Source: an optimization exercise on an open RTL-to-GDS flow (aim: small area). Production flows keep margins and buffers that such runs may drop. In this exercise RTL edits were held to simulation tests only and were not proved equivalent to the original. Power is estimated from default activity; no workload was simulated.

alpha:
==> flow/design.v (excerpt) <==
module formula # (
	parameter LEN = 8
) (
	input                         clk,
	input                         rst,
	input  signed [    LEN - 1:0] a,
	input  signed [    LEN - 1:0] b,
	input  signed [    LEN - 1:0] c,
	input  signed [    LEN - 1:0] d,
	input                         input_vld,
	output signed [3 * LEN - 1:0] res,
	output                        res_overflow,
	output                        output_vld
);
Settings: LEC_CHECK=0, CAP_MARGIN=0, CORE_MARGIN=2, CORE_UTILIZATION=40, GPL_TIMING_DRIVEN=0, SLEW_MARGIN=0, SYNTH_HIERARCHICAL=1; clock period 6.0 ns.
standard.sh (not shown) runs the stock make flow with config.mk's settings and CLKGATE_MAP_FILE= SYNTH_SCRIPT=/design/flow/synth_recipe.tcl, a recipe that flattens the netlist after the stock synthesis.
==> flow/flow/run.sh <==
#!/bin/bash
# Standard layout, except: synthesis buffers removed at floorplan, smallest port
# buffers, and a clock tree of clkbuf_8 without dummy loads.
set -e
bash standard.sh REMOVE_ABC_BUFFERS=1 BUFFER_PORTS_ARGS="-buffer_cell sky130_fd_sc_hd__buf_1" \
  CTS_ARGS="-sink_clustering_enable -repair_clock_nets -dont_use_dummy_load -buf_list {sky130_fd_sc_hd__clkbuf_8}" finish > standard.log 2>&1
### alpha -> beta
-- flow/flow/run.sh --
<<< alpha, line 6
  CTS_ARGS="-sink_clustering_enable -repair_clock_nets -dont_use_dummy_load -buf_list {sky130_fd_sc_hd__clkbuf_8}" finish > standard.log 2>&1
>>> beta, line 6
  CTS_ARGS="-sink_clustering_enable -repair_clock_nets -dont_use_dummy_load -buf_list {sky130_fd_sc_hd__clkbuf_8} -sink_clustering_size 25" finish > standard.log 2>&1
--- outcome ---
- Final cell count without fillers: alpha vs beta identical
- beta -> alpha: proportion of final cell area spent on non-clock buffers flat
- From beta to alpha, routability congestion estimate did not move at all.
- Between alpha and beta, the routed wire length does not differ in any meaningful way.
- Going from alpha to beta, leakage power summed over all cells now sits at about the same level, clock period minus final worst setup slack stayed essentially flat, minimum setup slack in the final design now sits at about the same level.
- In terms of number of fill cells in the layout, beta and alpha differ only marginally.
- alpha -> beta: combinational logic power flat
- Initial antenna violation count came out exactly the same in alpha and beta.
- Number of detailed-route iterations in the first pass: alpha vs beta identical
### beta -> gamma
==> flow/flow/run.sh <==
#!/bin/bash
# Standard layout with the smallest port buffers and a plain clock tree of clkbuf_8.
set -e
bash standard.sh BUFFER_PORTS_ARGS="-buffer_cell sky130_fd_sc_hd__buf_1" \
  CTS_ARGS="-sink_clustering_enable -repair_clock_nets -dont_use_dummy_load -buf_list {sky130_fd_sc_hd__clkbuf_8}" finish > standard.log 2>&1
- The lower portion of total power attributed to combinational logic came out of beta.
- When gamma is measured against beta, its count of plain and timing-repair buffers in the layout turns out 20 higher.
- beta was smaller in final cell area than gamma.

---

formula, a different RTL version from the one above (not shown whole).
Size in the first run: ~360 cells after synthesis, ~61 I/O pins, roughly 4800 um^2 of cells after synthesis.
==> flow/design.v (excerpt) <==
module formula # (
	parameter LEN = 8
) (
	input                         clk,
	input                         rst,
	input  signed [    LEN - 1:0] a,
	input  signed [    LEN - 1:0] b,
	input  signed [    LEN - 1:0] c,
	input  signed [    LEN - 1:0] d,
	input                         input_vld,
	output signed [3 * LEN - 1:0] res,
	output                        res_overflow,
	output                        output_vld
);
	logic [4:0] vld;
	always_ff @(posedge clk or posedge rst)
		if (rst) vld <= '0;
		else     vld <= {vld[3:0], input_vld};
	wire na1;
	wire na2;
	wire na3;
	wire na4;
	wire na5;
	wire na6;
	wire na7;
	wire na8;
	wire nc9;
	wire nc10;
	wire nc11;
	wire nc12;
	wire nc13;
	wire nc14;
	wire nc15;
	wire nc16;
	wire s17, c17;
	wire s18, c18;
	wire s19, c19;
	wire s20, c20;
	wire s21, c21;
	wire s22, c22;
	wire s23, c23;
	wire s24, c24;
	wire ov25;
	wire s26, c26;
	wire s27, c27;
	wire s28, c28;
	wire s29, c29;
	wire s30, c30;
	wire s31, c31;
	wire s32, c32;
	wire nd33;
	wire nd34;
	wire nd35;
	wire nd36;
	wire nd37;
  ...
==> flow/config.mk <==
export PLATFORM = sky130hd
export DESIGN_NAME = formula
export DESIGN_NICKNAME = formula
export VERILOG_FILES = /design/flow/design.v
export SDC_FILE = /design/flow/constraint.sdc
export NUM_CORES = 4
export LEC_CHECK = 0
export CAP_MARGIN = 20
export CORE_MARGIN = 2
export CORE_UTILIZATION = 40
export SLEW_MARGIN = 20
export SYNTH_HIERARCHICAL = 1
==> flow/constraint.sdc <==
create_clock -name core_clock -period 6.0 [get_ports {clk}]
set_input_delay 1.2000 -clock core_clock [delete_from_list [all_inputs] [get_ports {clk}]]
set_output_delay 1.2000 -clock core_clock [all_outputs]
set_load 0.01 [all_outputs]
==> flow/flow/run.sh <==
#!/bin/bash
# Standard layout with smaller port buffers and smaller clock buffers.
set -e
bash standard.sh BUFFER_PORTS_ARGS="-buffer_cell sky130_fd_sc_hd__buf_1" \
  CTS_ARGS="-sink_clustering_enable -repair_clock_nets -dont_use_dummy_load -buf_list {sky130_fd_sc_hd__clkbuf_4 sky130_fd_sc_hd__clkbuf_8}" finish > standard.log 2>&1
Next try:
==> flow/flow/run.sh (replaced) <==
#!/bin/bash
# Standard layout with smaller port buffers and a clock tree without dummy loads.
set -e
bash standard.sh BUFFER_PORTS_ARGS="-buffer_cell sky130_fd_sc_hd__buf_1" \
  CTS_ARGS="-sink_clustering_enable -repair_clock_nets -dont_use_dummy_load" finish > standard.log 2>&1
Non-clock buffer count is unchanged.
Setup slack gets better by 0.014 ns.
First-iteration DRC count goes up by about 3.5%.
Utilization went up by 0.85 points.
Clock power came out higher by about 45%.

[re-timing with driven ports]
No port has a modelled driver above. Below, the same layouts with a new extraction and two added sets of constraints.
Step 1 sets driving cells, clkbuf_16 on the clock port and buf_2 on the other inputs (assumed; they add their load-dependent delay and slew).
Step 2 times the ports against the registers' clock, not the clock port: input delays grow and output delays shrink by t, the midpoint of the rising clock arrivals with the driver on.
Three values: ideal, step 1, step 2; two values: the first two.
| run | t (ns) | setup WS [ns] | worst hold slack (ns) | worst setup path at the end | clock arrival spread, ns |
|---|---|---|---|---|---|
| alpha | 0.387 | 0.491 / 0.491 / 0.491 | 0.319 / 0.319 / 0.319 | register to register | 0.021 / 0.021 |
| beta | 0.387 | 0.491 / 0.491 / 0.491 | 0.319 / 0.319 / 0.319 | register to register | 0.021 / 0.021 |
| gamma | 0.401 | 0.307 / 0.307 / 0.307 | 0.304 / 0.304 / 0.304 | register to register | 0.034 / 0.034 |
| the first run of note 2 | 0.397 | 0.301 / 0.301 / 0.301 | 0.308 / 0.308 / 0.308 | register to register | 0.026 / 0.027 |
| the second run of note 2 | 0.381 | 0.315 / 0.315 / 0.315 | 0.311 / 0.311 / 0.311 | register to register | 0.020 / 0.020 |
After both steps setup and hold are still met in every run listed.
